Source: an optimization exercise on an open RTL-to-GDS flow (aim: small area). Production flows keep margins and buffers that such runs may drop.
Function was checked by simulation only, so behaviour that the tests miss may differ from the original.
Power figures rest on the tool's default switching activity, not on a simulated workload.

## flow/design.v (module list and top-level ports; edited modules follow where they fit)
// module tetromino_offsets: 89 lines
// module tetromino_cell0: 41 lines
// module tetromino_rotate_datum: 100 lines
// module seven_permute: 169 lines
// module text_display: 244 lines
// module score_display: 159 lines
// module vga_sync: 82 lines
// module tetris_top: 1120 lines
module tetris_top(
    input clk,  
    input reset_n,  
    input [3:0] usr_btn,
    input [3:0] usr_sw,
    output [3:0] usr_led,
    output VGA_HSYNC, VGA_VSYNC,
    output [3:0] VGA_RED, VGA_GREEN, VGA_BLUE
);
  // ...
==> flow/run.sh <==
#!/bin/bash
# synth_recipe.tcl (not shown) runs the flow's synth.tcl, then flattens the netlist and writes it again
# the make line also repeats each setting of config.mk as NAME=value (left out here)
make -C /OpenROAD-flow-scripts/flow DESIGN_CONFIG=/design/flow/config.mk WORK_HOME=/design/flow/orfs CLKGATE_MAP_FILE= SYNTH_SCRIPT=/design/flow/synth_recipe.tcl finish
==> flow/config.mk <==
export PLATFORM = sky130hd
export DESIGN_NAME = tetris_top
export DESIGN_NICKNAME = tetris_top
export VERILOG_FILES = /design/flow/design.v
export SDC_FILE = /design/flow/constraint.sdc
export NUM_CORES = 4
export LEC_CHECK = 0
export CAP_MARGIN = 20
export CORE_MARGIN = 2
export CORE_UTILIZATION = 45
export PLACE_DENSITY = 0.6
export SLEW_MARGIN = 20
==> flow/constraint.sdc <==
create_clock -name core_clock -period 28.0 [get_ports {clk}]
set_input_delay 5.6000 -clock core_clock [delete_from_list [all_inputs] [get_ports {clk}]]
set_output_delay 5.6000 -clock core_clock [all_outputs]
set_load 0.01 [all_outputs]
==> results.json, run 1 <==
{
  "status": "finished clean",
  "top_power_group": "sequential cells",
  "row_count": 130,
  "min_path_cells": 2,
  "buf_share_pct": 1.85,
  "ys_async_sr_fraction_pct": 0,
  "place.port_buffers": 25,
  "pwr-share-clk_pct": 45.8,
  "synth.distinct_cells": 107,
  "layout_common_cells": "edfxtp_1, nor2_1, nand2_1",
  "synth_top_area_share_pct": 39.6,
  "whs_ns": 0.438,
  "setup_ws_ns": 6.41,
  "drt-total-wl_mm": 197,
  "overflow": 0,
  "drtAntennaViolNets": 0,
  "wl_met2_mm": 87.1,
  "multi_input_area_share_pct": 42.8,
  "synth.most_common_cell": "edfxtp_1",
  "numCtsBuffers": 110,
  "internal-power_w": 0.00261,
  "finalPower_w": 0.00351,
  "startpoint": "test_state[1]",
  "grtUsageMet2_pct": 45.6,
  "p_seq_share_pct": 46.5,
  "grt.busiest_layer": "met2",
  "wl_met1_mm": 80.9,
  "avgSynthCellArea_um2": 9.87,
  "critPathMaxFanout": 40,
  "layout_commonest_cell": "edfxtp_1",
  "fin_skew_ns": 0.0692,
  "startpoint_type": "flop",
  "grt_use_total_pct": 29.4,
  "maxSlewHeadroom_pct": 18.7,
  "synth_area_um2": 56900,
  "worstPathRequired_ns": 28.59,
  "critPathTopFamily": "compound AO/OA/AOI/OAI gates",
  "slowest_delay_ns": 0.69,
  "path_cells": "or3_1 > a221oi_4 > buf_4 > nor2_4 > buf_4 > buf_4 > mux2_4 > a222oi_1 > a31oi_1 > nor4_1 > o2111ai_1 > nor4_4 > o22ai_1 > ha_1 > o21a_1 > o221a_2 > o2111ai_1 > a21oi_1",
  "syn_inst": 5766
}
==> module tetromino_rotate_datum, before the edit <==
module tetromino_rotate_datum(
    input [3:0] piece,
    input [1:0] rotation,
    input [2:0] index,
    output reg signed [3:0] x_off,
    output reg signed [5:0] y_off
    );
    parameter BOARD_EMPTY = 0;
    parameter BOARD_L = 1;
    parameter BOARD_J = 2;
    parameter BOARD_I = 3;
    parameter BOARD_O = 4;
    parameter BOARD_Z = 5;
    parameter BOARD_S = 6;
    parameter BOARD_T = 7;
    parameter ROTATION_0 = 0;
    parameter ROTATION_R = 1;
    parameter ROTATION_2 = 2;
    parameter ROTATION_L = 3;
    always @(*) begin
        x_off = 0;
        y_off = 0;
        case (piece)
            BOARD_O: begin
                case (rotation)
                    ROTATION_0: begin x_off =  0; y_off =  0; end
                    ROTATION_R: begin x_off =  0; y_off = -1; end
                    ROTATION_2: begin x_off = -1; y_off = -1; end
                    ROTATION_L: begin x_off = -1; y_off =  0; end
                endcase
            end
            BOARD_I: begin
                case (rotation)
                    ROTATION_0: begin
                        case (index)
                            0: begin x_off =  0; y_off =  0; end
                            1: begin x_off = -1; y_off =  0; end
                            2: begin x_off =  2; y_off =  0; end
                            3: begin x_off = -1; y_off =  0; end
                            4: begin x_off =  2; y_off =  0; end
                        endcase
                    end
                    ROTATION_R: begin
                        case (index)
                            0: begin x_off = -1; y_off =  0; end
                            1: begin x_off =  0; y_off =  0; end
                            2: begin x_off =  0; y_off =  0; end
                            3: begin x_off =  0; y_off =  1; end
                            4: begin x_off =  0; y_off = -2; end
                        endcase
                    end
                    ROTATION_2: begin
                        case (index)
                            0: begin x_off = -1; y_off =  1; end
                            1: begin x_off =  1; y_off =  1; end
                            2: begin x_off = -2; y_off =  1; end
                            3: begin x_off =  1; y_off =  0; end
                            4: begin x_off = -2; y_off =  0; end
                        endcase
                    end
                    ROTATION_L: begin
                        case (index)
                            0: begin x_off =  0; y_off =  1; end
                            1: begin x_off =  0; y_off =  1; end
                            2: begin x_off =  0; y_off =  1; end
                            3: begin x_off =  0; y_off = -1; end
                            4: begin x_off =  0; y_off =  2; end
                        endcase
                    end
                endcase
            end
            default: begin
                case (rotation)
                    ROTATION_0, ROTATION_2: begin
                        x_off = 0;
                        y_off = 0;
                    end
                    ROTATION_R: begin
                        case (index)
                            0: begin x_off =  0; y_off =  0; end
                            1: begin x_off =  1; y_off =  0; end
                            2: begin x_off =  1; y_off = -1; end
                            3: begin x_off =  0; y_off =  2; end
                            4: begin x_off =  1; y_off =  2; end
                        endcase
                    end
                    ROTATION_L: begin
                        case (index)
                            0: begin x_off =  0; y_off =  0; end
                            1: begin x_off = -1; y_off =  0; end
                            2: begin x_off = -1; y_off = -1; end
                            3: begin x_off =  0; y_off =  2; end
                            4: begin x_off = -1; y_off =  2; end
                        endcase
                    end
                endcase
            end
        endcase
    end
endmodule
==> module seven_permute, before the edit <==
module seven_permute(  
    input clk,  
    input rst,  
    input latch,
    input  [2:0]  in_val,
    output [2:0] out_val
);
reg [2:0] rand7;
reg [2:0] rand6;
reg [2:0] rand5;
reg [1:0] rand4;
reg [1:0] rand3;
reg       rand2;
wire en4 = !rand2;                           
wire en3 = en4 && !rand4[1] && rand4[0];     
wire en6 = en3 && !rand3[1] && rand3[0];     
always @(posedge clk) begin
    if (rst == 1'b0) begin
        rand7 <= 1;
    end
    else begin
        rand7[2:1] <= rand7[1:0];
        rand7[0] <= rand7[2] ^ rand7[1];
    end
end
always @(posedge clk) begin
    if (rst == 1'b0) begin
        rand6 <= 0;
    end
    else if (en6) begin
        if (rand6 == 6 - 1) begin
            rand6 <= 0;
        end
        else begin
            rand6 <= rand6 + 1;
        end
    end
end
always @(posedge clk) begin
    if (rst == 1'b0) begin
        rand5 <= 0;
    end
    else begin
        if (rand5 == 5 - 1) begin
            rand5 <= 0;
        end
        else begin
            rand5 <= rand5 + 1;
        end
    end
end
always @(posedge clk) begin
    if (rst == 1'b0) begin
        rand4 <= 0;
    end
    else if (en4) begin
        rand4[1] <= rand4[0];
        rand4[0] <= !rand4[1];
    end
end
always @(posedge clk) begin
    if (rst == 1'b0) begin
        rand3 <= 1;
    end
    else if (en3) begin
        rand3[1] <= rand3[0];
        rand3[0] <= rand3[1] ^ rand3[0];
    end
end
always @(posedge clk) begin
    if (rst == 1'b0) begin
        rand2 <= 0;
    end
    else begin
        rand2 <= !rand2;
    end
end
reg [2:0] rand7_latch;
reg [2:0] rand6_latch;
reg [2:0] rand5_latch;
reg [1:0] rand4_latch;
reg [1:0] rand3_latch;
reg       rand2_latch;
always @(negedge clk) begin
    if (rst == 1'b0) begin
        rand7_latch <= 0;
        rand6_latch <= 0;
        rand5_latch <= 0;
        rand4_latch <= 0;
        rand3_latch <= 0;
        rand2_latch <= 0;
    end
    else if (latch) begin
        rand7_latch <= rand7 - 1;
        rand6_latch <= rand6;
        rand5_latch <= rand5;
        rand4_latch <= rand4;
        rand3_latch <= rand3 - 1;
        rand2_latch <= rand2;
    end
end
reg [6:0] pool7;
reg [5:0] pool6;
reg [4:0] pool5;
reg [3:0] pool4;
reg [2:0] pool3;
reg [1:0] pool2;
reg [6:0] out_bit;
always @(*) begin
    pool7 = 0; pool6 = 0; pool5 = 0; pool4 = 0; pool3 = 0; pool2 = 0;
    case (in_val)
        0: pool7 = 7'b0000001;
        1: pool7 = 7'b0000010;
        2: pool7 = 7'b0000100;
        3: pool7 = 7'b0001000;
        4: pool7 = 7'b0010000;
        5: pool7 = 7'b0100000;
        6: pool7 = 7'b1000000;
    endcase
    out_bit[0] = pool7[rand7_latch];
    case (rand7_latch)
        0: pool6 = pool7[6:1];
        1: pool6 = {pool7[6:2], pool7[0]};
        2: pool6 = {pool7[6:3], pool7[1:0]};
        3: pool6 = {pool7[6:4], pool7[2:0]};
        4: pool6 = {pool7[6:5], pool7[3:0]};
        5: pool6 = {pool7[6], pool7[4:0]};
        6: pool6 = pool7[5:0];
    endcase
    out_bit[1] = pool6[rand6_latch];
    case (rand6_latch)
        0: pool5 = pool6[5:1];
        1: pool5 = {pool6[5:2], pool6[0]};
        2: pool5 = {pool6[5:3], pool6[1:0]};
        3: pool5 = {pool6[5:4], pool6[2:0]};
        4: pool5 = {pool6[5], pool6[3:0]};
        5: pool5 = pool6[4:0];
    endcase
    out_bit[2] = pool5[rand5_latch];
    case (rand5_latch)
        0: pool4 = pool5[4:1];
        1: pool4 = {pool5[4:2], pool5[0]};
        2: pool4 = {pool5[4:3], pool5[1:0]};
        3: pool4 = {pool5[4], pool5[2:0]};
        4: pool4 = pool5[3:0];
    endcase
    out_bit[3] = pool4[rand4_latch];
    case (rand4_latch)
        0: pool3 = pool4[3:1];
        1: pool3 = {pool4[3:2], pool4[0]};
        2: pool3 = {pool4[3], pool4[1:0]};
        3: pool3 = pool4[2:0];
    endcase
    out_bit[4] = pool3[rand3_latch];
    case (rand3_latch)
        0: pool2 = pool3[2:1];
        1: pool2 = {pool3[2], pool3[0]};
        2: pool2 = pool3[1:0];
    endcase
    out_bit[5] = pool2[rand2_latch];
    out_bit[6] = pool2[!rand2_latch];
end
assign out_val = out_bit[0] ? 1 :
                 out_bit[1] ? 2 :
                 out_bit[2] ? 3 :
                 out_bit[3] ? 4 :
                 out_bit[4] ? 5 :
                 out_bit[5] ? 6 : 7;
endmodule
==> run 2: changes to the inputs <==
--- a/flow/design.v
+++ b/flow/design.v
@@ -132,100 +132,162 @@
 `timescale 1ns / 1ps
 module tetromino_rotate_datum(
-    input [3:0] piece,
+    input [2:0] piece,
     input [1:0] rotation,
     input [2:0] index,
-    output reg signed [3:0] x_off,
-    output reg signed [5:0] y_off
+    output reg [3:0] x_off,
+    output reg [5:0] y_off
     );
-    parameter BOARD_EMPTY = 0;
-    parameter BOARD_L = 1;
-    parameter BOARD_J = 2;
-    parameter BOARD_I = 3;
-    parameter BOARD_O = 4;
-    parameter BOARD_Z = 5;
-    parameter BOARD_S = 6;
-    parameter BOARD_T = 7;
-    parameter ROTATION_0 = 0;
-    parameter ROTATION_R = 1;
-    parameter ROTATION_2 = 2;
-    parameter ROTATION_L = 3;
     always @(*) begin
-        x_off = 0;
-        y_off = 0;
-        case (piece)
-            BOARD_O: begin
-                case (rotation)
-                    ROTATION_0: begin x_off =  0; y_off =  0; end
-                    ROTATION_R: begin x_off =  0; y_off = -1; end
-                    ROTATION_2: begin x_off = -1; y_off = -1; end
-                    ROTATION_L: begin x_off = -1; y_off =  0; end
-                endcase
-            end
-            BOARD_I: begin
-                case (rotation)
-                    ROTATION_0: begin
-                        case (index)
-                            0: begin x_off =  0; y_off =  0; end
-                            1: begin x_off = -1; y_off =  0; end
-                            2: begin x_off =  2; y_off =  0; end
-                            3: begin x_off = -1; y_off =  0; end
-                            4: begin x_off =  2; y_off =  0; end
-                        endcase
-                    end
-                    ROTATION_R: begin
-                        case (index)
-                            0: begin x_off = -1; y_off =  0; end
-                            1: begin x_off =  0; y_off =  0; end
-                            2: begin x_off =  0; y_off =  0; end
-                            3: begin x_off =  0; y_off =  1; end
-                            4: begin x_off =  0; y_off = -2; end
-                        endcase
-                    end
-                    ROTATION_2: begin
-                        case (index)
-                            0: begin x_off = -1; y_off =  1; end
-                            1: begin x_off =  1; y_off =  1; end
-                            2: begin x_off = -2; y_off =  1; end
-                            3: begin x_off =  1; y_off =  0; end
-                            4: begin x_off = -2; y_off =  0; end
-                        endcase
-                    end
-                    ROTATION_L: begin
-                        case (index)
-                            0: begin x_off =  0; y_off =  1; end
-                            1: begin x_off =  0; y_off =  1; end
-                            2: begin x_off =  0; y_off =  1; end
-                            3: begin x_off =  0; y_off = -1; end
-                            4: begin x_off =  0; y_off =  2; end
-                        endcase
-                    end
-                endcase
-            end
-            default: begin
-                case (rotation)
-                    ROTATION_0, ROTATION_2: begin
-                        x_off = 0;
-                        y_off = 0;
-                    end
-                    ROTATION_R: begin
-                        case (index)
-                            0: begin x_off =  0; y_off =  0; end
-                            1: begin x_off =  1; y_off =  0; end
-                            2: begin x_off =  1; y_off = -1; end
-                            3: begin x_off =  0; y_off =  2; end
-                            4: begin x_off =  1; y_off =  2; end
-                        endcase
-                    end
-                    ROTATION_L: begin
-                        case (index)
-                            0: begin x_off =  0; y_off =  0; end
-                            1: begin x_off = -1; y_off =  0; end
-                            2: begin x_off = -1; y_off = -1; end
-                            3: begin x_off =  0; y_off =  2; end
-                            4: begin x_off = -1; y_off =  2; end
-                        endcase
-                    end
-                endcase
-            end
+        x_off = 4'd0;
+        y_off = 6'd0;
+        case ({piece, rotation, index})
+            8'd1: begin x_off = 4'd15; y_off = 6'd0; end
+            8'd2: begin x_off = 4'd15; y_off = 6'd1; end
+            8'd3: begin x_off = 4'd0; y_off = 6'd62; end
+            8'd4: begin x_off = 4'd15; y_off = 6'd62; end
+            8'd9: begin x_off = 4'd1; y_off = 6'd0; end
+            8'd10: begin x_off = 4'd1; y_off = 6'd63; end
+            8'd11: begin x_off = 4'd0; y_off = 6'd2; end
+            8'd12: begin x_off = 4'd1; y_off = 6'd2; end
+            8'd17: begin x_off = 4'd1; y_off = 6'd0; end
+            8'd18: begin x_off = 4'd1; y_off = 6'd1; end
+            8'd19: begin x_off = 4'd0; y_off = 6'd62; end
+            8'd20: begin x_off = 4'd1; y_off = 6'd62; end
+            8'd25: begin x_off = 4'd15; y_off = 6'd0; end
+            8'd26: begin x_off = 4'd15; y_off = 6'd63; end
+            8'd27: begin x_off = 4'd0; y_off = 6'd2; end
+            8'd28: begin x_off = 4'd15; y_off = 6'd2; end
+            8'd33: begin x_off = 4'd15; y_off = 6'd0; end
+            8'd34: begin x_off = 4'd15; y_off = 6'd1; end
+            8'd35: begin x_off = 4'd0; y_off = 6'd62; end
+            8'd36: begin x_off = 4'd15; y_off = 6'd62; end
+            8'd41: begin x_off = 4'd1; y_off = 6'd0; end
+            8'd42: begin x_off = 4'd1; y_off = 6'd63; end
+            8'd43: begin x_off = 4'd0; y_off = 6'd2; end
+            8'd44: begin x_off = 4'd1; y_off = 6'd2; end
+            8'd49: begin x_off = 4'd1; y_off = 6'd0; end
+            8'd50: begin x_off = 4'd1; y_off = 6'd1; end
+            8'd51: begin x_off = 4'd0; y_off = 6'd62; end
+            8'd52: begin x_off = 4'd1; y_off = 6'd62; end
+            8'd57: begin x_off = 4'd15; y_off = 6'd0; end
+            8'd58: begin x_off = 4'd15; y_off = 6'd63; end
+            8'd59: begin x_off = 4'd0; y_off = 6'd2; end
+            8'd60: begin x_off = 4'd15; y_off = 6'd2; end
+            8'd65: begin x_off = 4'd15; y_off = 6'd0; end
+            8'd66: begin x_off = 4'd15; y_off = 6'd1; end
+            8'd67: begin x_off = 4'd0; y_off = 6'd62; end
+            8'd68: begin x_off = 4'd15; y_off = 6'd62; end
+            8'd73: begin x_off = 4'd1; y_off = 6'd0; end
+            8'd74: begin x_off = 4'd1; y_off = 6'd63; end
+            8'd75: begin x_off = 4'd0; y_off = 6'd2; end
+            8'd76: begin x_off = 4'd1; y_off = 6'd2; end
+            8'd81: begin x_off = 4'd1; y_off = 6'd0; end
+            8'd82: begin x_off = 4'd1; y_off = 6'd1; end
+            8'd83: begin x_off = 4'd0; y_off = 6'd62; end
+            8'd84: begin x_off = 4'd1; y_off = 6'd62; end
+            8'd89: begin x_off = 4'd15; y_off = 6'd0; end
+            8'd90: begin x_off = 4'd15; y_off = 6'd63; end
+            8'd91: begin x_off = 4'd0; y_off = 6'd2; end
+            8'd92: begin x_off = 4'd15; y_off = 6'd2; end
+            8'd96: begin x_off = 4'd1; y_off = 6'd0; end
+            8'd97: begin x_off = 4'd15; y_off = 6'd0; end
+            8'd98: begin x_off = 4'd2; y_off = 6'd0; end
+            8'd99: begin x_off = 4'd15; y_off = 6'd63; end
+            8'd100: begin x_off = 4'd2; y_off = 6'd2; end
+            8'd104: begin x_off = 4'd0; y_off = 6'd63; end
+            8'd105: begin x_off = 4'd15; y_off = 6'd63; end
+            8'd106: begin x_off = 4'd2; y_off = 6'd63; end
+            8'd107: begin x_off = 4'd15; y_off = 6'd1; end
+            8'd108: begin x_off = 4'd2; y_off = 6'd62; end
+            8'd112: begin x_off = 4'd15; y_off = 6'd0; end
+            8'd113: begin x_off = 4'd1; y_off = 6'd0; end
+            8'd114: begin x_off = 4'd14; y_off = 6'd0; end
+            8'd115: begin x_off = 4'd1; y_off = 6'd1; end
+            8'd116: begin x_off = 4'd14; y_off = 6'd62; end
+            8'd120: begin x_off = 4'd0; y_off = 6'd1; end
+            8'd121: begin x_off = 4'd1; y_off = 6'd1; end
+            8'd122: begin x_off = 4'd14; y_off = 6'd1; end
+            8'd123: begin x_off = 4'd1; y_off = 6'd63; end
+            8'd124: begin x_off = 4'd14; y_off = 6'd2; end
+            8'd128: begin x_off = 4'd0; y_off = 6'd1; end
+            8'd129: begin x_off = 4'd0; y_off = 6'd1; end
+            8'd130: begin x_off = 4'd0; y_off = 6'd1; end
+            8'd131: begin x_off = 4'd0; y_off = 6'd1; end
+            8'd132: begin x_off = 4'd0; y_off = 6'd1; end
+            8'd133: begin x_off = 4'd0; y_off = 6'd1; end
+            8'd134: begin x_off = 4'd0; y_off = 6'd1; end
+            8'd135: begin x_off = 4'd0; y_off = 6'd1; end
+            8'd136: begin x_off = 4'd1; y_off = 6'd0; end
+            8'd137: begin x_off = 4'd1; y_off = 6'd0; end
+            8'd138: begin x_off = 4'd1; y_off = 6'd0; end
+            8'd139: begin x_off = 4'd1; y_off = 6'd0; end
+            8'd140: begin x_off = 4'd1; y_off = 6'd0; end
+            8'd141: begin x_off = 4'd1; y_off = 6'd0; end
+            8'd142: begin x_off = 4'd1; y_off = 6'd0; end
+            8'd143: begin x_off = 4'd1; y_off = 6'd0; end
+            8'd144: begin x_off = 4'd0; y_off = 6'd63; end
+            8'd145: begin x_off = 4'd0; y_off = 6'd63; end
+            8'd146: begin x_off = 4'd0; y_off = 6'd63; end
+            8'd147: begin x_off = 4'd0; y_off = 6'd63; end
+            8'd148: begin x_off = 4'd0; y_off = 6'd63; end
+            8'd149: begin x_off = 4'd0; y_off = 6'd63; end
+            8'd150: begin x_off = 4'd0; y_off = 6'd63; end
+            8'd151: begin x_off = 4'd0; y_off = 6'd63; end
+            8'd152: begin x_off = 4'd15; y_off = 6'd0; end
+            8'd153: begin x_off = 4'd15; y_off = 6'd0; end
+            8'd154: begin x_off = 4'd15; y_off = 6'd0; end
+            8'd155: begin x_off = 4'd15; y_off = 6'd0; end
+            8'd156: begin x_off = 4'd15; y_off = 6'd0; end
+            8'd157: begin x_off = 4'd15; y_off = 6'd0; end
+            8'd158: begin x_off = 4'd15; y_off = 6'd0; end
+            8'd159: begin x_off = 4'd15; y_off = 6'd0; end
+            8'd161: begin x_off = 4'd15; y_off = 6'd0; end
+            8'd162: begin x_off = 4'd15; y_off = 6'd1; end
+            8'd163: begin x_off = 4'd0; y_off = 6'd62; end
+            8'd164: begin x_off = 4'd15; y_off = 6'd62; end
+            8'd169: begin x_off = 4'd1; y_off = 6'd0; end
+            8'd170: begin x_off = 4'd1; y_off = 6'd63; end
+            8'd171: begin x_off = 4'd0; y_off = 6'd2; end
+            8'd172: begin x_off = 4'd1; y_off = 6'd2; end
+            8'd177: begin x_off = 4'd1; y_off = 6'd0; end
+            8'd178: begin x_off = 4'd1; y_off = 6'd1; end
+            8'd179: begin x_off = 4'd0; y_off = 6'd62; end
+            8'd180: begin x_off = 4'd1; y_off = 6'd62; end
+            8'd185: begin x_off = 4'd15; y_off = 6'd0; end
+            8'd186: begin x_off = 4'd15; y_off = 6'd63; end
+            8'd187: begin x_off = 4'd0; y_off = 6'd2; end
+            8'd188: begin x_off = 4'd15; y_off = 6'd2; end
+            8'd193: begin x_off = 4'd15; y_off = 6'd0; end
+            8'd194: begin x_off = 4'd15; y_off = 6'd1; end
+            8'd195: begin x_off = 4'd0; y_off = 6'd62; end
+            8'd196: begin x_off = 4'd15; y_off = 6'd62; end
+            8'd201: begin x_off = 4'd1; y_off = 6'd0; end
+            8'd202: begin x_off = 4'd1; y_off = 6'd63; end
+            8'd203: begin x_off = 4'd0; y_off = 6'd2; end
+            8'd204: begin x_off = 4'd1; y_off = 6'd2; end
+            8'd209: begin x_off = 4'd1; y_off = 6'd0; end
+            8'd210: begin x_off = 4'd1; y_off = 6'd1; end
+            8'd211: begin x_off = 4'd0; y_off = 6'd62; end
+            8'd212: begin x_off = 4'd1; y_off = 6'd62; end
+            8'd217: begin x_off = 4'd15; y_off = 6'd0; end
+            8'd218: begin x_off = 4'd15; y_off = 6'd63; end
+            8'd219: begin x_off = 4'd0; y_off = 6'd2; end
+            8'd220: begin x_off = 4'd15; y_off = 6'd2; end
+            8'd225: begin x_off = 4'd15; y_off = 6'd0; end
+            8'd226: begin x_off = 4'd15; y_off = 6'd1; end
+            8'd227: begin x_off = 4'd0; y_off = 6'd62; end
+            8'd228: begin x_off = 4'd15; y_off = 6'd62; end
+            8'd233: begin x_off = 4'd1; y_off = 6'd0; end
+            8'd234: begin x_off = 4'd1; y_off = 6'd63; end
+            8'd235: begin x_off = 4'd0; y_off = 6'd2; end
+            8'd236: begin x_off = 4'd1; y_off = 6'd2; end
+            8'd241: begin x_off = 4'd1; y_off = 6'd0; end
+            8'd242: begin x_off = 4'd1; y_off = 6'd1; end
+            8'd243: begin x_off = 4'd0; y_off = 6'd62; end
+            8'd244: begin x_off = 4'd1; y_off = 6'd62; end
+            8'd249: begin x_off = 4'd15; y_off = 6'd0; end
+            8'd250: begin x_off = 4'd15; y_off = 6'd63; end
+            8'd251: begin x_off = 4'd0; y_off = 6'd2; end
+            8'd252: begin x_off = 4'd15; y_off = 6'd2; end
         endcase
     end
@@ -333,71 +395,21 @@
     end
 end
-reg [6:0] pool7;
-reg [5:0] pool6;
-reg [4:0] pool5;
-reg [3:0] pool4;
-reg [2:0] pool3;
-reg [1:0] pool2;
-reg [6:0] out_bit;
+reg [2:0] p6, p5, p4, p3, p2;
+reg [2:0] out_r;
 always @(*) begin
-    pool7 = 0; pool6 = 0; pool5 = 0; pool4 = 0; pool3 = 0; pool2 = 0;
-    case (in_val)
-        0: pool7 = 7'b0000001;
-        1: pool7 = 7'b0000010;
-        2: pool7 = 7'b0000100;
-        3: pool7 = 7'b0001000;
-        4: pool7 = 7'b0010000;
-        5: pool7 = 7'b0100000;
-        6: pool7 = 7'b1000000;
-    endcase
-    out_bit[0] = pool7[rand7_latch];
-    case (rand7_latch)
-        0: pool6 = pool7[6:1];
-        1: pool6 = {pool7[6:2], pool7[0]};
-        2: pool6 = {pool7[6:3], pool7[1:0]};
-        3: pool6 = {pool7[6:4], pool7[2:0]};
-        4: pool6 = {pool7[6:5], pool7[3:0]};
-        5: pool6 = {pool7[6], pool7[4:0]};
-        6: pool6 = pool7[5:0];
-    endcase
-    out_bit[1] = pool6[rand6_latch];
-    case (rand6_latch)
-        0: pool5 = pool6[5:1];
-        1: pool5 = {pool6[5:2], pool6[0]};
-        2: pool5 = {pool6[5:3], pool6[1:0]};
-        3: pool5 = {pool6[5:4], pool6[2:0]};
-        4: pool5 = {pool6[5], pool6[3:0]};
-        5: pool5 = pool6[4:0];
-    endcase
-    out_bit[2] = pool5[rand5_latch];
-    case (rand5_latch)
-        0: pool4 = pool5[4:1];
-        1: pool4 = {pool5[4:2], pool5[0]};
-        2: pool4 = {pool5[4:3], pool5[1:0]};
-        3: pool4 = {pool5[4], pool5[2:0]};
-        4: pool4 = pool5[3:0];
-    endcase
-    out_bit[3] = pool4[rand4_latch];
-    case (rand4_latch)
-        0: pool3 = pool4[3:1];
-        1: pool3 = {pool4[3:2], pool4[0]};
-        2: pool3 = {pool4[3], pool4[1:0]};
-        3: pool3 = pool4[2:0];
-    endcase
-    out_bit[4] = pool3[rand3_latch];
-    case (rand3_latch)
-        0: pool2 = pool3[2:1];
-        1: pool2 = {pool3[2], pool3[0]};
-        2: pool2 = pool3[1:0];
-    endcase
-    out_bit[5] = pool2[rand2_latch];
-    out_bit[6] = pool2[!rand2_latch];
+    p6 = in_val - (in_val > rand7_latch);
+    p5 = p6 - (p6 > rand6_latch);
+    p4 = p5 - (p5 > rand5_latch);
+    p3 = p4 - (p4 > {1'b0, rand4_latch});
+    p2 = p3 - (p3 > {1'b0, rand3_latch});
+    if (in_val == rand7_latch) out_r = 1;
+    else if (p6 == rand6_latch) out_r = 2;
+    else if (p5 == rand5_latch) out_r = 3;
+    else if (p4 == {1'b0, rand4_latch}) out_r = 4;
+    else if (p3 == {1'b0, rand3_latch}) out_r = 5;
+    else if (p2 == {2'b0, rand2_latch}) out_r = 6;
+    else out_r = 7;
 end
-assign out_val = out_bit[0] ? 1 :
-                 out_bit[1] ? 2 :
-                 out_bit[2] ? 3 :
-                 out_bit[3] ? 4 :
-                 out_bit[4] ? 5 :
-                 out_bit[5] ? 6 : 7;
+assign out_val = out_r;
 endmodule
 `timescale 1ns / 1ps
@@ -410,5 +422,8 @@
     input [9:0] pixel_y,
     input go,
-    output lit
+    output valid,
+    output reg [4:0] code,
+    output reg [2:0] py,
+    output [2:0] px
 );
     reg [1:0] s3;
@@ -440,7 +455,7 @@
     wire menu_ok = c < 5'd16;
     wire [3:0] ch = go ? cg[3:0] : c[3:0];
-    wire [2:0] px = go ? pg : p7;
+    assign px = go ? pg : p7;
     wire x_ok = (go ? go_ok : menu_ok) && px < 3'd5;
-    reg [2:0] py; reg yv;
+    reg yv;
     always @(*) begin
         yv = 1'b1;
@@ -491,158 +506,31 @@
         endcase
     end
-    reg [4:0] row;
     always @(*) begin
-        case ({go, ch, py})
-            8'd0: row = 5'b10001;
-            8'd1: row = 5'b10001;
-            8'd2: row = 5'b10001;
-            8'd3: row = 5'b10001;
-            8'd4: row = 5'b10001;
-            8'd5: row = 5'b10001;
-            8'd6: row = 5'b01110;
-            8'd8: row = 5'b01110;
-            8'd9: row = 5'b10001;
-            8'd10: row = 5'b10000;
-            8'd11: row = 5'b01110;
-            8'd12: row = 5'b00001;
-            8'd13: row = 5'b10001;
-            8'd14: row = 5'b01110;
-            8'd16: row = 5'b11111;
-            8'd17: row = 5'b10000;
-            8'd18: row = 5'b10000;
-            8'd19: row = 5'b11110;
-            8'd20: row = 5'b10000;
-            8'd21: row = 5'b10000;
-            8'd22: row = 5'b11111;
-            8'd32: row = 5'b01110;
-            8'd33: row = 5'b10001;
-            8'd34: row = 5'b10000;
-            8'd35: row = 5'b01110;
-            8'd36: row = 5'b00001;
-            8'd37: row = 5'b10001;
-            8'd38: row = 5'b01110;
-            8'd40: row = 5'b10001;
-            8'd41: row = 5'b10001;
-            8'd42: row = 5'b10001;
-            8'd43: row = 5'b10101;
-            8'd44: row = 5'b10101;
-            8'd45: row = 5'b11011;
-            8'd46: row = 5'b10001;
-            8'd48: row = 5'b01110;
-            8'd49: row = 5'b10001;
-            8'd50: row = 5'b10011;
-            8'd51: row = 5'b10101;
-            8'd52: row = 5'b11001;
-            8'd53: row = 5'b10001;
-            8'd54: row = 5'b01110;
-            8'd64: row = 5'b11111;
-            8'd65: row = 5'b00100;
-            8'd66: row = 5'b00100;
-            8'd67: row = 5'b00100;
-            8'd68: row = 5'b00100;
-            8'd69: row = 5'b00100;
-            8'd70: row = 5'b00100;
-            8'd72: row = 5'b01110;
-            8'd73: row = 5'b10001;
-            8'd74: row = 5'b10001;
-            8'd75: row = 5'b10001;
-            8'd76: row = 5'b10001;
-            8'd77: row = 5'b10001;
-            8'd78: row = 5'b01110;
-            8'd88: row = 5'b01110;
-            8'd89: row = 5'b10001;
-            8'd90: row = 5'b10000;
-            8'd91: row = 5'b01110;
-            8'd92: row = 5'b00001;
-            8'd93: row = 5'b10001;
-            8'd94: row = 5'b01110;
-            8'd96: row = 5'b11111;
-            8'd97: row = 5'b00100;
-            8'd98: row = 5'b00100;
-            8'd99: row = 5'b00100;
-            8'd100: row = 5'b00100;
-            8'd101: row = 5'b00100;
-            8'd102: row = 5'b00100;
-            8'd104: row = 5'b01110;
-            8'd105: row = 5'b10001;
-            8'd106: row = 5'b10001;
-            8'd107: row = 5'b11111;
-            8'd108: row = 5'b10001;
-            8'd109: row = 5'b10001;
-            8'd110: row = 5'b10001;
-            8'd112: row = 5'b11110;
-            8'd113: row = 5'b10001;
-            8'd114: row = 5'b10001;
-            8'd115: row = 5'b11110;
-            8'd116: row = 5'b10100;
-            8'd117: row = 5'b10010;
-            8'd118: row = 5'b10001;
-            8'd120: row = 5'b11111;
-            8'd121: row = 5'b00100;
-            8'd122: row = 5'b00100;
-            8'd123: row = 5'b00100;
-            8'd124: row = 5'b00100;
-            8'd125: row = 5'b00100;
-            8'd126: row = 5'b00100;
-            8'd128: row = 5'b01110;
-            8'd129: row = 5'b10001;
-            8'd130: row = 5'b10000;
-            8'd131: row = 5'b10011;
-            8'd132: row = 5'b10001;
-            8'd133: row = 5'b10001;
-            8'd134: row = 5'b01110;
-            8'd136: row = 5'b01110;
-            8'd137: row = 5'b10001;
-            8'd138: row = 5'b10001;
-            8'd139: row = 5'b11111;
-            8'd140: row = 5'b10001;
-            8'd141: row = 5'b10001;
-            8'd142: row = 5'b10001;
-            8'd144: row = 5'b10001;
-            8'd145: row = 5'b11011;
-            8'd146: row = 5'b10101;
-            8'd147: row = 5'b10101;
-            8'd148: row = 5'b10001;
-            8'd149: row = 5'b10001;
-            8'd150: row = 5'b10001;
-            8'd152: row = 5'b11111;
-            8'd153: row = 5'b10000;
-            8'd154: row = 5'b10000;
-            8'd155: row = 5'b11110;
-            8'd156: row = 5'b10000;
-            8'd157: row = 5'b10000;
-            8'd158: row = 5'b11111;
-            8'd168: row = 5'b01110;
-            8'd169: row = 5'b10001;
-            8'd170: row = 5'b10001;
-            8'd171: row = 5'b10001;
-            8'd172: row = 5'b10001;
-            8'd173: row = 5'b10001;
-            8'd174: row = 5'b01110;
-            8'd176: row = 5'b10001;
-            8'd177: row = 5'b10001;
-            8'd178: row = 5'b10001;
-            8'd179: row = 5'b10001;
-            8'd180: row = 5'b10001;
-            8'd181: row = 5'b01010;
-            8'd182: row = 5'b00100;
-            8'd184: row = 5'b11111;
-            8'd185: row = 5'b10000;
-            8'd186: row = 5'b10000;
-            8'd187: row = 5'b11110;
-            8'd188: row = 5'b10000;
-            8'd189: row = 5'b10000;
-            8'd190: row = 5'b11111;
-            8'd192: row = 5'b11110;
-            8'd193: row = 5'b10001;
-            8'd194: row = 5'b10001;
-            8'd195: row = 5'b11110;
-            8'd196: row = 5'b10100;
-            8'd197: row = 5'b10010;
-            8'd198: row = 5'b10001;
-            default: row = 5'b00000;
+        case ({go, ch})
+            5'd0: code = 5'd18;
+            5'd1: code = 5'd16;
+            5'd2: code = 5'd11;
+            5'd4: code = 5'd16;
+            5'd5: code = 5'd20;
+            5'd6: code = 5'd0;
+            5'd8: code = 5'd17;
+            5'd9: code = 5'd14;
+            5'd11: code = 5'd16;
+            5'd12: code = 5'd17;
+            5'd13: code = 5'd10;
+            5'd14: code = 5'd15;
+            5'd15: code = 5'd17;
+            5'd16: code = 5'd12;
+            5'd17: code = 5'd10;
+            5'd18: code = 5'd13;
+            5'd19: code = 5'd11;
+            5'd21: code = 5'd14;
+            5'd22: code = 5'd19;
+            5'd23: code = 5'd11;
+            5'd24: code = 5'd15;
+            default: code = 5'd31;
         endcase
     end
-    assign lit = yv && x_ok && row[3'd4 - px];
+    assign valid = yv && x_ok;
 endmodule
 `timescale 1ns / 1ps
@@ -656,5 +544,8 @@
     input go,
     input [18:0] digits,
-    output lit
+    output valid,
+    output reg [4:0] code,
+    output reg [2:0] py,
+    output [2:0] px
 );
     reg [2:0] p7;
@@ -681,7 +572,7 @@
     wire g_ok = k < 5'd5;
     wire [2:0] di = go ? k[2:0] : ks[2:0];
-    wire [2:0] px = go ? p7 : ps;
+    assign px = go ? p7 : ps;
     wire x_ok = (go ? g_ok : s_ok) && px < 3'd5;
-    reg [2:0] py; reg yv;
+    reg yv;
     always @(*) begin
         yv = 1'b1;
@@ -718,91 +609,175 @@
         endcase
     end
-    reg [3:0] d;
     always @(*) begin
         case (di)
-            3'd0: d = {1'b0, digits[18:16]};
-            3'd1: d = digits[15:12];
-            3'd2: d = digits[11:8];
-            3'd3: d = digits[7:4];
-            default: d = digits[3:0];
+            3'd0: code = {2'b00, digits[18:16]};
+            3'd1: code = {1'b0, digits[15:12]};
+            3'd2: code = {1'b0, digits[11:8]};
+            3'd3: code = {1'b0, digits[7:4]};
+            default: code = {1'b0, digits[3:0]};
         endcase
     end
+    assign valid = yv && x_ok;
+endmodule
+module glyph_row(
+    input [4:0] code,
+    input [2:0] py,
+    input [2:0] px,
+    output on
+);
     reg [4:0] row;
     always @(*) begin
-        case ({d, py})
-            7'd0: row = 5'b01110;
-            7'd1: row = 5'b10001;
-            7'd2: row = 5'b10011;
-            7'd3: row = 5'b10101;
-            7'd4: row = 5'b11001;
-            7'd5: row = 5'b10001;
-            7'd6: row = 5'b01110;
-            7'd8: row = 5'b00100;
-            7'd9: row = 5'b01100;
-            7'd10: row = 5'b00100;
-            7'd11: row = 5'b00100;
-            7'd12: row = 5'b00100;
-            7'd13: row = 5'b00100;
-            7'd14: row = 5'b01110;
-            7'd16: row = 5'b01110;
-            7'd17: row = 5'b10001;
-            7'd18: row = 5'b00001;
-            7'd19: row = 5'b00010;
-            7'd20: row = 5'b00100;
-            7'd21: row = 5'b01000;
-            7'd22: row = 5'b11111;
-            7'd24: row = 5'b01110;
-            7'd25: row = 5'b10001;
-            7'd26: row = 5'b00001;
-            7'd27: row = 5'b00110;
-            7'd28: row = 5'b00001;
-            7'd29: row = 5'b10001;
-            7'd30: row = 5'b01110;
-            7'd32: row = 5'b00010;
-            7'd33: row = 5'b00110;
-            7'd34: row = 5'b01010;
-            7'd35: row = 5'b10010;
-            7'd36: row = 5'b11111;
-            7'd37: row = 5'b00010;
-            7'd38: row = 5'b00010;
-            7'd40: row = 5'b11111;
-            7'd41: row = 5'b10000;
-            7'd42: row = 5'b11110;
-            7'd43: row = 5'b00001;
-            7'd44: row = 5'b00001;
-            7'd45: row = 5'b10001;
-            7'd46: row = 5'b01110;
-            7'd48: row = 5'b01110;
-            7'd49: row = 5'b10000;
-            7'd50: row = 5'b10000;
-            7'd51: row = 5'b11110;
-            7'd52: row = 5'b10001;
-            7'd53: row = 5'b10001;
-            7'd54: row = 5'b01110;
-            7'd56: row = 5'b11111;
-            7'd57: row = 5'b00001;
-            7'd58: row = 5'b00010;
-            7'd59: row = 5'b00100;
-            7'd60: row = 5'b01000;
-            7'd61: row = 5'b01000;
-            7'd62: row = 5'b01000;
-            7'd64: row = 5'b01110;
-            7'd65: row = 5'b10001;
-            7'd66: row = 5'b10001;
-            7'd67: row = 5'b01110;
-            7'd68: row = 5'b10001;
-            7'd69: row = 5'b10001;
-            7'd70: row = 5'b01110;
-            7'd72: row = 5'b01110;
-            7'd73: row = 5'b10001;
-            7'd74: row = 5'b10001;
-            7'd75: row = 5'b01111;
-            7'd76: row = 5'b00001;
-            7'd77: row = 5'b00001;
-            7'd78: row = 5'b01110;
+        case ({code, py})
+            8'd0: row = 5'b01110;
+            8'd1: row = 5'b10001;
+            8'd2: row = 5'b10011;
+            8'd3: row = 5'b10101;
+            8'd4: row = 5'b11001;
+            8'd5: row = 5'b10001;
+            8'd6: row = 5'b01110;
+            8'd8: row = 5'b00100;
+            8'd9: row = 5'b01100;
+            8'd10: row = 5'b00100;
+            8'd11: row = 5'b00100;
+            8'd12: row = 5'b00100;
+            8'd13: row = 5'b00100;
+            8'd14: row = 5'b01110;
+            8'd16: row = 5'b01110;
+            8'd17: row = 5'b10001;
+            8'd18: row = 5'b00001;
+            8'd19: row = 5'b00010;
+            8'd20: row = 5'b00100;
+            8'd21: row = 5'b01000;
+            8'd22: row = 5'b11111;
+            8'd24: row = 5'b01110;
+            8'd25: row = 5'b10001;
+            8'd26: row = 5'b00001;
+            8'd27: row = 5'b00110;
+            8'd28: row = 5'b00001;
+            8'd29: row = 5'b10001;
+            8'd30: row = 5'b01110;
+            8'd32: row = 5'b00010;
+            8'd33: row = 5'b00110;
+            8'd34: row = 5'b01010;
+            8'd35: row = 5'b10010;
+            8'd36: row = 5'b11111;
+            8'd37: row = 5'b00010;
+            8'd38: row = 5'b00010;
+            8'd40: row = 5'b11111;
+            8'd41: row = 5'b10000;
+            8'd42: row = 5'b11110;
+            8'd43: row = 5'b00001;
+            8'd44: row = 5'b00001;
+            8'd45: row = 5'b10001;
+            8'd46: row = 5'b01110;
+            8'd48: row = 5'b01110;
+            8'd49: row = 5'b10000;
+            8'd50: row = 5'b10000;
+            8'd51: row = 5'b11110;
+            8'd52: row = 5'b10001;
+            8'd53: row = 5'b10001;
+            8'd54: row = 5'b01110;
+            8'd56: row = 5'b11111;
+            8'd57: row = 5'b00001;
+            8'd58: row = 5'b00010;
+            8'd59: row = 5'b00100;
+            8'd60: row = 5'b01000;
+            8'd61: row = 5'b01000;
+            8'd62: row = 5'b01000;
+            8'd64: row = 5'b01110;
+            8'd65: row = 5'b10001;
+            8'd66: row = 5'b10001;
+            8'd67: row = 5'b01110;
+            8'd68: row = 5'b10001;
+            8'd69: row = 5'b10001;
+            8'd70: row = 5'b01110;
+            8'd72: row = 5'b01110;
+            8'd73: row = 5'b10001;
+            8'd74: row = 5'b10001;
+            8'd75: row = 5'b01111;
+            8'd76: row = 5'b00001;
+            8'd77: row = 5'b00001;
+            8'd78: row = 5'b01110;
+            8'd80: row = 5'b01110;
+            8'd81: row = 5'b10001;
+            8'd82: row = 5'b10001;
+            8'd83: row = 5'b11111;
+            8'd84: row = 5'b10001;
+            8'd85: row = 5'b10001;
+            8'd86: row = 5'b10001;
+            8'd88: row = 5'b11111;
+            8'd89: row = 5'b10000;
+            8'd90: row = 5'b10000;
+            8'd91: row = 5'b11110;
+            8'd92: row = 5'b10000;
+            8'd93: row = 5'b10000;
+            8'd94: row = 5'b11111;
+            8'd96: row = 5'b01110;
+            8'd97: row = 5'b10001;
+            8'd98: row = 5'b10000;
+            8'd99: row = 5'b10011;
+            8'd100: row = 5'b10001;
+            8'd101: row = 5'b10001;
+            8'd102: row = 5'b01110;
+            8'd104: row = 5'b10001;
+            8'd105: row = 5'b11011;
+            8'd106: row = 5'b10101;
+            8'd107: row = 5'b10101;
+            8'd108: row = 5'b10001;
+            8'd109: row = 5'b10001;
+            8'd110: row = 5'b10001;
+            8'd112: row = 5'b01110;
+            8'd113: row = 5'b10001;
+            8'd114: row = 5'b10001;
+            8'd115: row = 5'b10001;
+            8'd116: row = 5'b10001;
+            8'd117: row = 5'b10001;
+            8'd118: row = 5'b01110;
+            8'd120: row = 5'b11110;
+            8'd121: row = 5'b10001;
+            8'd122: row = 5'b10001;
+            8'd123: row = 5'b11110;
+            8'd124: row = 5'b10100;
+            8'd125: row = 5'b10010;
+            8'd126: row = 5'b10001;
+            8'd128: row = 5'b01110;
+            8'd129: row = 5'b10001;
+            8'd130: row = 5'b10000;
+            8'd131: row = 5'b01110;
+            8'd132: row = 5'b00001;
+            8'd133: row = 5'b10001;
+            8'd134: row = 5'b01110;
+            8'd136: row = 5'b11111;
+            8'd137: row = 5'b00100;
+            8'd138: row = 5'b00100;
+            8'd139: row = 5'b00100;
+            8'd140: row = 5'b00100;
+            8'd141: row = 5'b00100;
+            8'd142: row = 5'b00100;
+            8'd144: row = 5'b10001;
+            8'd145: row = 5'b10001;
+            8'd146: row = 5'b10001;
+            8'd147: row = 5'b10001;
+            8'd148: row = 5'b10001;
+            8'd149: row = 5'b10001;
+            8'd150: row = 5'b01110;
+            8'd152: row = 5'b10001;
+            8'd153: row = 5'b10001;
+            8'd154: row = 5'b10001;
+            8'd155: row = 5'b10001;
+            8'd156: row = 5'b10001;
+            8'd157: row = 5'b01010;
+            8'd158: row = 5'b00100;
+            8'd160: row = 5'b10001;
+            8'd161: row = 5'b10001;
+            8'd162: row = 5'b10001;
+            8'd163: row = 5'b10101;
+            8'd164: row = 5'b10101;
+            8'd165: row = 5'b11011;
+            8'd166: row = 5'b10001;
             default: row = 5'b00000;
         endcase
     end
-    assign lit = yv && x_ok && row[3'd4 - px];
+    assign on = row[3'd4 - px];
 endmodule
 `timescale 1ns / 1ps
@@ -910,7 +885,21 @@
 wire [9:0] pixel_y;
 wire [9:0] pixel_x;
-reg [11:0] rgb_reg;
-reg [11:0] rgb_next;
-assign {VGA_RED, VGA_GREEN, VGA_BLUE} = rgb_reg;
+reg [4:0] rgb_reg;
+reg [4:0] rgb_next;
+wire [20:0] rgb_oh = 21'd1 << rgb_reg;
+wire [11:0] rgb_out;
+assign rgb_out[0] = |(rgb_oh & 21'h03120c);
+assign rgb_out[1] = |(rgb_oh & 21'h08510c);
+assign rgb_out[2] = |(rgb_oh & 21'h02900c);
+assign rgb_out[3] = |(rgb_oh & 21'h04108c);
+assign rgb_out[4] = |(rgb_oh & 21'h031158);
+assign rgb_out[5] = |(rgb_oh & 21'h007058);
+assign rgb_out[6] = |(rgb_oh & 21'h029058);
+assign rgb_out[7] = |(rgb_oh & 21'h04305a);
+assign rgb_out[8] = |(rgb_oh & 21'h133932);
+assign rgb_out[9] = |(rgb_oh & 21'h107432);
+assign rgb_out[10] = |(rgb_oh & 21'h02b032);
+assign rgb_out[11] = |(rgb_oh & 21'h0430b2);
+assign {VGA_RED, VGA_GREEN, VGA_BLUE} = rgb_out;
 vga_sync vga(.clk(clk), .ce(!vga_clk), .reset(~reset_n), .visible(vedio_on),
             .p_tick(pixel_tick), .pixel_x(pixel_x), .pixel_y(pixel_y),
@@ -935,18 +924,17 @@
 parameter Handling_DAS = 10, Handling_ARR = 2,
           Handling_ARE = 6;
+reg rn_neg;
+always @(negedge clk) rn_neg <= reset_n;
 reg [8:0] cnt_frame;  
-reg clk_frame_pulse;
-always @(negedge clk) begin
-    if (reset_n == 1'b0) begin
+always @(posedge clk) begin
+    if (rn_neg == 1'b0) begin
         cnt_frame <= 0;
-        clk_frame_pulse <= 1'b0;
     end else if (cnt_frame == 9'd511) begin
         cnt_frame <= 0;
-        clk_frame_pulse <= 1'b1;
     end else begin
         cnt_frame <= cnt_frame + 1;
-        clk_frame_pulse <= 1'b0;
     end
 end
+wire clk_frame_pulse = rn_neg && cnt_frame == 9'd511;
 reg [7:0] restart_cnt;  
 reg prev_sw0;
@@ -956,13 +944,6 @@
 parameter GAMEOVER_WAIT_TIME = 180;  
 reg game_over;
-reg [1:0] P_main;
 reg [1:0] P_next_main;  
-always @(negedge clk) begin
-    if (reset_n == 1'b0) begin
-        P_main <= S_INIT;
-    end else begin
-        P_main <= P_next_main;
-    end
-end
+wire [1:0] P_main = rn_neg ? P_next_main : S_INIT;
 always @(posedge clk) begin
     if (reset_n == 1'b0) begin
@@ -1032,5 +1013,5 @@
     end
 end
-always @(posedge clk) begin
+always @(negedge clk) begin
     if (reset_n == 1'b0) board_clr <= 1'b1;
     else if (block_write && block_x == 9 && block_y == 22) board_clr <= 1'b0;
@@ -1192,6 +1173,4 @@
 reg [3:0] score_d3, score_d2, score_d1, score_d0;
 reg score_added;
-reg [2:0] final_d4;  
-reg [3:0] final_d3, final_d2, final_d1, final_d0;
 wire score_nz = |{score_d4, score_d3, score_d2, score_d1, score_d0};
 reg [3:0] add_k;
@@ -1240,15 +1219,12 @@
         {score_d4, score_d3, score_d2, score_d1, score_d0} <= 0;
         score_added <= 0;
-        {final_d4, final_d3, final_d2, final_d1, final_d0} <= 0;
     end
     else if (P_next_main != S_GAMEPLAY || P_piece == S_PIECE_COUNTDOWN) begin
-        {score_d4, score_d3, score_d2, score_d1, score_d0} <= 0;
         score_added <= 0;
         if (P_main == S_INIT || P_main == S_MENU) begin
-            {final_d4, final_d3, final_d2, final_d1, final_d0} <= 0;
+            {score_d4, score_d3, score_d2, score_d1, score_d0} <= 0;
         end
     end
     else if (P_main == S_GAMEPLAY && game_over && score_nz) begin
-        {final_d4, final_d3, final_d2, final_d1, final_d0} <= {score_d4, score_d3, score_d2, score_d1, score_d0};
     end
     else if (P_piece == S_PIECE_LINE_CLEAR_GRAVITY_WIPE && line_cleared > 0 && !score_added) begin
@@ -1300,42 +1276,49 @@
 seven_permute UUT(clk, reset_n, permute_latch, permute_in, permute_out);
 integer kdx;
-reg [2:0] queue[0:12];  
-reg [3:0] queue_length;
+reg [2:0] queue_q[0:12];  
+reg [3:0] queue_length_q;
+reg [2:0] queue[0:12];    
+reg [3:0] queue_length;   
 reg [2:0] queue_data;
 reg queue_pop;
 reg queue_add;
 reg queue_clear;
-always @(negedge clk) begin
-    if (reset_n == 1'b0) begin
-        queue_length <= 0;
+always @(*) begin
+    for (kdx = 0; kdx < 13; kdx = kdx + 1) begin
+        queue[kdx] = queue_q[kdx];
+    end
+    queue_length = queue_length_q;
+    if (rn_neg == 1'b0) begin
+        queue_length = 0;
         for (kdx = 0; kdx < 13; kdx = kdx + 1) begin
-            queue[kdx] <= BOARD_EMPTY;
+            queue[kdx] = BOARD_EMPTY;
         end
     end else if (queue_clear) begin
-        queue_length <= 0;
+        queue_length = 0;
     end else if (queue_pop) begin
         for (kdx = 0; kdx < 12; kdx = kdx + 1) begin
-            queue[kdx] <= queue[kdx + 1];
+            queue[kdx] = queue_q[kdx + 1];
         end
-        queue[12] <= BOARD_EMPTY;
-        queue_length <= queue_length - 1;
+        queue[12] = BOARD_EMPTY;
+        queue_length = queue_length_q - 1;
     end else if (queue_add) begin
-        queue[queue_length] <= queue_data;
-        queue_length <= queue_length + 1;
+        for (kdx = 0; kdx < 13; kdx = kdx + 1) begin
+            if (queue_length_q == kdx) queue[kdx] = queue_data;
+        end
+        queue_length = queue_length_q + 1;
+    end
+end
+always @(posedge clk) begin
+    for (kdx = 0; kdx < 13; kdx = kdx + 1) begin
+        queue_q[kdx] <= queue[kdx];
     end
+    queue_length_q <= queue_length;
 end
 reg ghost_calc;
 reg [5:0] ghost_piece_y;
 reg [2:0] datum_index;
-wire signed [3:0] datum_x_off;
-wire signed [5:0] datum_y_off;
-wire signed [3:0] datum_x_off_test;
-wire signed [5:0] datum_y_off_test;
-wire signed [3:0] datum_x;
-wire signed [5:0] datum_y;
-tetromino_rotate_datum datum1(piece, rotation, datum_index, datum_x_off, datum_y_off);
-tetromino_rotate_datum datum2(piece, rotation + 2'd1, datum_index, datum_x_off_test, datum_y_off_test);
-assign datum_x = (datum_x_off - datum_x_off_test);
-assign datum_y = (datum_y_off - datum_y_off_test);
+wire [3:0] datum_x;
+wire [5:0] datum_y;
+tetromino_rotate_datum kick(piece, rotation, datum_index, datum_x, datum_y);
 wire [3:0] tx_sum = piece_x + ((P_test == 3'd1) ? datum_x : (action == ACTION_MOVE_L) ? 4'hF : 4'h1);
 wire [5:0] ty_sum = ((P_test == 3'd5 || P_test == 3'd7) ? test_y : piece_y) +
@@ -1351,5 +1334,5 @@
 parameter S_PIECE_LINE_CLEAR_GRAVITY_WIPE = 14;
 parameter S_PIECE_ARE = 15;
-reg [3:0] P_piece;
+wire [3:0] P_piece;
 reg [3:0] P_next_piece;
 reg ph_p, ph_n;
@@ -1363,20 +1346,13 @@
 always @(negedge clk) begin
     if (block_write && block_x < 10 && block_y < 23 && block_x == line_x && block_y == line_y_scan)
-        line_rd <= (block_y < 22) ? block_data : {1'b0, {2{block_data == BOARD_I}}};
+        line_rd <= !reset_n ? BOARD_EMPTY : (block_y < 22) ? block_data : {1'b0, {2{block_data == BOARD_I}}};
     else
-        line_rd <= port2_data;
+        line_rd <= !reset_n ? BOARD_EMPTY : port2_data;
 end
-reg [2:0] P_test;
+wire [2:0] P_test;
 reg [2:0] P_next_test;
 reg [2:0] nP_next_test;
-always @(negedge clk) begin
-    if (reset_n == 1'b0) begin
-        P_piece <= S_PIECE_COUNTDOWN;
-        P_test <= 0;
-    end else begin
-        P_piece <= P_next_piece;
-        P_test <= P_next_test;
-    end
-end
+assign P_piece = rn_neg ? P_next_piece : S_PIECE_COUNTDOWN;
+assign P_test = rn_neg ? P_next_test : 3'd0;
 always @(posedge clk) begin
     if (reset_n == 1'b0) begin
@@ -1884,34 +1860,31 @@
     wire queue_piece_render_all = q_col && q_row && q_cell;
     wire go_screen = (P_main == S_GAMEOVER);
-    wire text_lit;
+    wire text_valid, digit_valid;
+    wire [4:0] text_code, digit_code;
+    wire [2:0] text_py, text_px, digit_py, digit_px;
     text_display text(.clk(clk), .ce(!vga_clk), .reset(~reset_n), .p_tick(pixel_tick),
-        .pixel_x(h), .pixel_y(v), .go(go_screen), .lit(text_lit));
-    wire digit_lit;
+        .pixel_x(h), .pixel_y(v), .go(go_screen),
+        .valid(text_valid), .code(text_code), .py(text_py), .px(text_px));
     score_display digits(.clk(clk), .ce(!vga_clk), .reset(~reset_n), .p_tick(pixel_tick),
         .pixel_x(h), .pixel_y(v), .go(go_screen),
-        .digits(go_screen ? {final_d4, final_d3, final_d2, final_d1, final_d0}
-                          : {score_d4, score_d3, score_d2, score_d1, score_d0}),
-        .lit(digit_lit));
+        .digits({score_d4, score_d3, score_d2, score_d1, score_d0}),
+        .valid(digit_valid), .code(digit_code), .py(digit_py), .px(digit_px));
+    wire glyph_on;
+    glyph_row glyph(text_valid ? text_code : digit_code, text_valid ? text_py : digit_py,
+                    text_valid ? text_px : digit_px, glyph_on);
+    wire text_lit = text_valid && glyph_on;
+    wire digit_lit = digit_valid && !text_valid && glyph_on;
     wire grid_line = (h[3:0] == 0) || (v[3:0] == 0);
     wire [4:0] diag = h[4:0] + v[4:0];
     wire stripe = diag[4];
-    function [11:0] piece_color;
+    function [4:0] piece_color;
         input [2:0] p;
-        input [11:0] dflt;
+        input [4:0] dflt;
         begin
-            case (p)
-                BOARD_L: piece_color = 12'hf_8_0;
-                BOARD_J: piece_color = 12'h0_0_f;
-                BOARD_I: piece_color = 12'h0_f_f;
-                BOARD_O: piece_color = 12'hf_f_0;
-                BOARD_Z: piece_color = 12'hf_0_0;
-                BOARD_S: piece_color = 12'h0_f_0;
-                BOARD_T: piece_color = 12'h8_0_8;
-                default: piece_color = dflt;
-            endcase
+            piece_color = (p != BOARD_EMPTY) ? {2'b00, p} : dflt;
         end
     endfunction
     always@(posedge clk) begin
-        if (reset_n == 1'b0) rgb_reg <= 12'h000;
+        if (reset_n == 1'b0) rgb_reg <= 5'd0;
         else if(pixel_tick) rgb_reg <= rgb_next;
     end
@@ -1919,13 +1892,13 @@
         if (vedio_on) begin
             if (P_main == S_MENU) begin
-                if (text_lit) rgb_next = 12'hF_F_0;
-                else if (stripe) rgb_next = 12'h1_1_2;
-                else rgb_next = 12'h0_0_1;
+                if (text_lit) rgb_next = 5'd4;
+                else if (stripe) rgb_next = 5'd8;
+                else rgb_next = 5'd9;
             end
             else if (P_main == S_GAMEOVER) begin
-                if (text_lit) rgb_next = 12'hF_0_0;
-                else if (digit_lit) rgb_next = 12'hF_F_0;
-                else if (stripe) rgb_next = 12'h2_0_0;
-                else rgb_next = 12'h1_0_0;
+                if (text_lit) rgb_next = 5'd5;
+                else if (digit_lit) rgb_next = 5'd4;
+                else if (stripe) rgb_next = 5'd10;
+                else rgb_next = 5'd11;
             end
             else begin
@@ -1936,5 +1909,5 @@
                 (v >= BOTTOM_BOUND && v < BOTTOM_BOUND + LINE_WIDTH)) &&
                 (h >= LEFT_BOUND - LINE_WIDTH && h < RIGHT_BOUND + LINE_WIDTH) ) begin
-                rgb_next = 12'h0_F_F;
+                rgb_next = 5'd3;
             end
             else if(((h >= HOLD_W_START - LINE_WIDTH && h < HOLD_W_START) ||
@@ -1944,5 +1917,5 @@
                     (v >= HOLD_H_END && v < HOLD_H_END + LINE_WIDTH)) &&
                     (h >= HOLD_W_START && h < HOLD_W_END) ) begin
-                rgb_next = 12'hF_F_F;
+                rgb_next = 5'd12;
             end
             else if(((h >= NEXT_W_START - LINE_WIDTH && h < NEXT_W_START) ||
@@ -1952,5 +1925,5 @@
                     (v >= NEXT_H_END && v < NEXT_H_END + LINE_WIDTH)) &&
                     (h >= NEXT_W_START && h < NEXT_W_END) ) begin
-                rgb_next = 12'hF_F_F;
+                rgb_next = 5'd12;
             end
             else if(((h >= SCORE_W_START - LINE_WIDTH && h < SCORE_W_START) ||
@@ -1960,51 +1933,51 @@
                     (v >= SCORE_H_END && v < SCORE_H_END + LINE_WIDTH)) &&
                     (h >= SCORE_W_START && h < SCORE_W_END) ) begin
-                rgb_next = 12'hF_A_0;
+                rgb_next = 5'd13;
             end
             else if (hold_piece_render && !hold_able) begin
-                if (grid_line) rgb_next = 12'h2_2_2;
-                else rgb_next = 12'h4_4_4;
+                if (grid_line) rgb_next = 5'd14;
+                else rgb_next = 5'd15;
             end
             else if (hold_piece_render || queue_piece_render_all) begin
-                if (grid_line) rgb_next = 12'h1_1_1;
-                else rgb_next = piece_color(hold_piece_render ? hold_piece : q_slot_piece, 12'h5_5_5);
+                if (grid_line) rgb_next = 5'd16;
+                else rgb_next = piece_color(hold_piece_render ? hold_piece : q_slot_piece, 5'd17);
             end
             else if(h >= LEFT_BOUND && h < RIGHT_BOUND &&
                     v >= TOP_BOUND && v < BOTTOM_BOUND) begin
-                if (index_is_piece || index_item != BOARD_EMPTY) begin
-                    if (grid_line) rgb_next = 12'h2_2_2;
-                    else if (index_is_piece) rgb_next = piece_color(piece, 12'hF_F_F);
-                    else rgb_next = piece_color(index_item, 12'h8_8_8);
+                if (index_is_piece || (bh <= 19 && index_item != BOARD_EMPTY)) begin
+                    if (grid_line) rgb_next = 5'd14;
+                    else if (index_is_piece) rgb_next = piece_color(piece, 5'd12);
+                    else rgb_next = piece_color(index_item, 5'd18);
                 end
                 else if (ghost_piece_render) begin
-                    if (grid_line) rgb_next = 12'h0_0_0;
-                    else rgb_next = 12'h4_4_4;
+                    if (grid_line) rgb_next = 5'd0;
+                    else rgb_next = 5'd15;
                 end
                 else begin
-                    if (grid_line) rgb_next = 12'h2_2_2;
-                    else rgb_next = 12'h0_0_0;
+                    if (grid_line) rgb_next = 5'd14;
+                    else rgb_next = 5'd0;
                 end
             end
             else if(h >= HOLD_W_START && h < HOLD_W_END &&
                     v >= HOLD_H_START && v < HOLD_H_END) begin
-                rgb_next = 12'h0_0_2;
+                rgb_next = 5'd19;
             end
             else if(h >= NEXT_W_START && h < NEXT_W_END &&
                     v >= NEXT_H_START && v < NEXT_H_END) begin
-                rgb_next = 12'h0_0_2;
+                rgb_next = 5'd19;
             end
             else if(h >= SCORE_W_START && h < SCORE_W_END &&
                     v >= SCORE_H_START && v < SCORE_H_END) begin
-                if (digit_lit) rgb_next = 12'hF_F_0;
-                else rgb_next = 12'h3_0_0;
+                if (digit_lit) rgb_next = 5'd4;
+                else rgb_next = 5'd20;
             end
             else begin
-                if (stripe) rgb_next = 12'h1_1_2;
-                else rgb_next = 12'h0_0_1;
+                if (stripe) rgb_next = 5'd8;
+                else rgb_next = 5'd9;
             end
             end
         end
         else begin
-            rgb_next = 12'h0_0_0;  
+            rgb_next = 5'd0;  
         end
     end
--- a/flow/config.mk
+++ b/flow/config.mk
@@ -6,7 +6,11 @@
 export NUM_CORES = 4
 export LEC_CHECK = 0
-export CAP_MARGIN = 20
+export ABC_AREA = 1
+export CAP_MARGIN = 5
 export CORE_MARGIN = 2
 export CORE_UTILIZATION = 45
+export CTS_BUF_LIST = sky130_fd_sc_hd__clkbuf_16
+export CTS_CLUSTER_DIAMETER = 90
+export CTS_CLUSTER_SIZE = 20
 export PLACE_DENSITY = 0.6
-export SLEW_MARGIN = 20
+export SLEW_MARGIN = 5
==> run 2 against run 1 <==
  * Still clean
  * Utilization shrank 1.9 points
  * Critical path depth grew 28
  * Sequential cell count shrank 34
  * Die area shrank 5.8%
  * Sequential power shrank 4%
  * Clock power shrank 42%
  * Via count shrank 6.8%
  * Final cell count grew 7.1%
  * Critical endpoint is now queue_data[0]
==> results.json, run 2 <==
{
  "ys_async_sr_fraction_pct": 0,
  "muxShareOfSynthArea_pct": 0.0187,
  "reg2reg_setup_slack_ns": 6.50,
  "avgSynthCellArea_um2": 8.25,
  "drtAntennaViolNets": 0,
  "regMostFlops": "board",
  "grt_max_degree": 186,
  "grt_pass1_wl_mm": 255,
  "finalPower_w": 0.00268,
  "gp_congestion": 0.971,
  "dr.pass1.iters": 6,
  "drive_gt1_share_pct": 3.85,
  "maxSlewViolCount": 0,
  "fill_cells": 11531,
  "synth_compound_area_share_pct": 10.7,
  "layout_common_cells": "nand2_1, nor2_1, inv_1",
  "startpoint": "UUT.rand7_latch[2]",
  "die_x_um": 349,
  "vias": 44842,
  "synth_xor_xnor_area_share_pct": 2.06,
  "via_per_inst": 5.58,
  "fp.dieH_um": 349,
  "syn_inst": 6492,
  "syn_nets": 6722,
  "yosys.area_share.simple_pct": 24.9,
  "setup.worst_path.end_class": "flop",
  "finalSetupViolations": 0,
  "crit_path_frequent_cell": "ha_1",
  "rsz0062_at_grt": "no",
  "utilization_pct": 48.4,
  "max-cap-violations": 0,
  "hold_path_class": "flop to flop",
  "drt-total-wl_mm": 167,
  "synth_seq_area_share_pct": 50.0,
  "cts-resized-gates": 0,
  "hold_viol": 0,
  "r2r_end": "queue_data[0]",
  "maxSlewHeadroom_pct": 19.7,
  "yosys-top-cells-area": "edfxtp_1, nand2_1, dfxtp_1",
  "cts_hold_buf": 0,
  "synth.most_common_cell": "nand2_1",
  "worst-setup-path-type": "flop to flop",
  "grt_use_total_pct": 27.1,
  "worst_pin_slew_ns": 1.20,
  "area_delta_synth_final_pct": 6.63,
  "ys_ff_latch": 981,
  "yosysWarnings": 15,
  "fin_tns_setup_ns": 0,
  "clkLatencyLatePin_ns": 0.74,
  "drtIter0Drc": 4626,
  "core-area_um2": 118000,
  "cts_buffer_depth": 3,
  "start_util_pct": 45.4,
  "slowest_delay_ns": 0.41,
  "cts_root_buf": "clkbuf_16",
  "diodes": 0,
  "io_pins": 28,
  "numCtsBuffers": 58,
  "synthAdderAreaFrac_pct": 5.31,
  "critPathTopFamily": "adder cells",
  "drc": 0,
  "row_count": 126,
  "place.port_buffers": 25,
  "critPathMaxFanout": 2,
  "layout_commonest_cell": "nand2_1",
  "first_global_vias": 42382,
  "numClockSinks": 981,
  "startpoint_type": "flop",
  "status": "finished clean",
  "p_per_area_nw_per_um2": 46.9,
  "ir_drop_uv": 53.2,
  "cp_num_cells": 46,
  "post-cts-setup-buffer-count": 0,
  "synth_area_um2": 53600,
  "largest_reg_flops": 660,
  "overflow": 0,
  "fin_skew_ns": 0.0844,
  "fin_nets": 6694,
  "synthTopCellsByCount": "nand2_1, nor2_1, edfxtp_1",
  "synth_edf_count": 712,
  "crit_path_end": "queue_data[0]",
  "htree_levels": 2,
  "yosysTopAreaCell": "edfxtp_1",
  "dieArea_um2": 122000,
  "hpwl_mm": 111,
  "wl_per_cell_um": 20.8,
  "slowest_stage": "nor2_1",
  "synth_top_family_by_area": "simple AND/OR/NAND/NOR gates",
  "worstPathArrival_ns": 22.08,
  "cts_tree": "yes",
  "r2r_cells": 46,
  "synth.distinct_cells": 69,
  "critPathBufInv": 7,
  "leakagePower_nw": 24.2,
  "synth_ff_type": "edfxtp_1",
  "synth_top_area_share_pct": 39.9,
  "path_clk_slew_ns": 0.09,
  "timing.rr.start": "UUT.rand7_latch[2]",
  "worstPathRequired_ns": 28.58,
  "antenna_found_initial": 0
}
## run 2: cell types whose count changed after synthesis, sizes merged, moves of 67 or more
cell and change:
o21ai +159, nand2 +1171, nor2b -67, a22oi -105
nor2 +117, nand3 +257, inv +520, clkbuf -148
mux2i -139, xnor2 -69
## run 2: through the flow
step,cells,hold WS [ns],cell area [µm²],setup WS [ns]
after floorplan,6492,0.400,53600,7.27
after global placement,7906,0.410,55200,6.46
after detailed placement,7906,0.423,55200,6.49
after CTS,8034,0.443,57100,6.48
after global routing,8034,0.457,57100,6.02
final,8034,0.438,57100,6.50
## run 2: where the power goes
group / total [W] / internal [W] / switching, W / leakage [nW]
combinational: 0.000194 / 0.0000608 / 0.000133 / 15.2
clock: 0.000928 / 0.000397 / 0.000530 / 1.10
sequential: 0.00156 / 0.00155 / 0.0000113 / 7.82
total: 0.00268 / 0.00200 / 0.000674 / 24.2
## run 2: layout make-up
class,count,area (µm²),area share [%]
Sequential cell,981,26800,46.9
Timing Repair Buffer,91,756,1.32
Clock buffer,59,1480,2.59
Tap cell,1536,1920,3.37
Multi-Input combinational cell,4567,23000,40.3
Clock inverter,70,398,0.697
Inverter,730,2740,4.80
## run 2: per-layer routing
layer	global-route usage, %	vias up	wire length [µm]	share of wire, %
li1	-	21578	-	-
met1	36.7	21360	71300	43
met2	45.0	1626	78100	47
met3	3.12	278	12100	7.3
met4	9.47	0	5920	3.5
met5	0	-	0	0
## run 2: worst min-delay path by stage
stage	start	end	slack, ns	cells past startpoint
detailed placement	ph_p	ph_p	0.42	1
global placement	ph_p	ph_p	0.41	1
finish	ph_p	ph_p	0.44	1
CTS	ph_p	ph_p	0.44	1
global route	ph_p	ph_p	0.46	1
floorplan	ph_p	ph_p	0.40	1
## run 2: kinds of logic (layout without fill, tap and decap cells)
kind of cell / Yosys count / after routing
compound gates: 1008 / 1008
xor+xnor: 126 / 126
fa+ha+maj: 220 / 220
buf+inv: 944 / 950
flops: 981 / 981
mux: 1 / 1
simple gates: 3212 / 3212
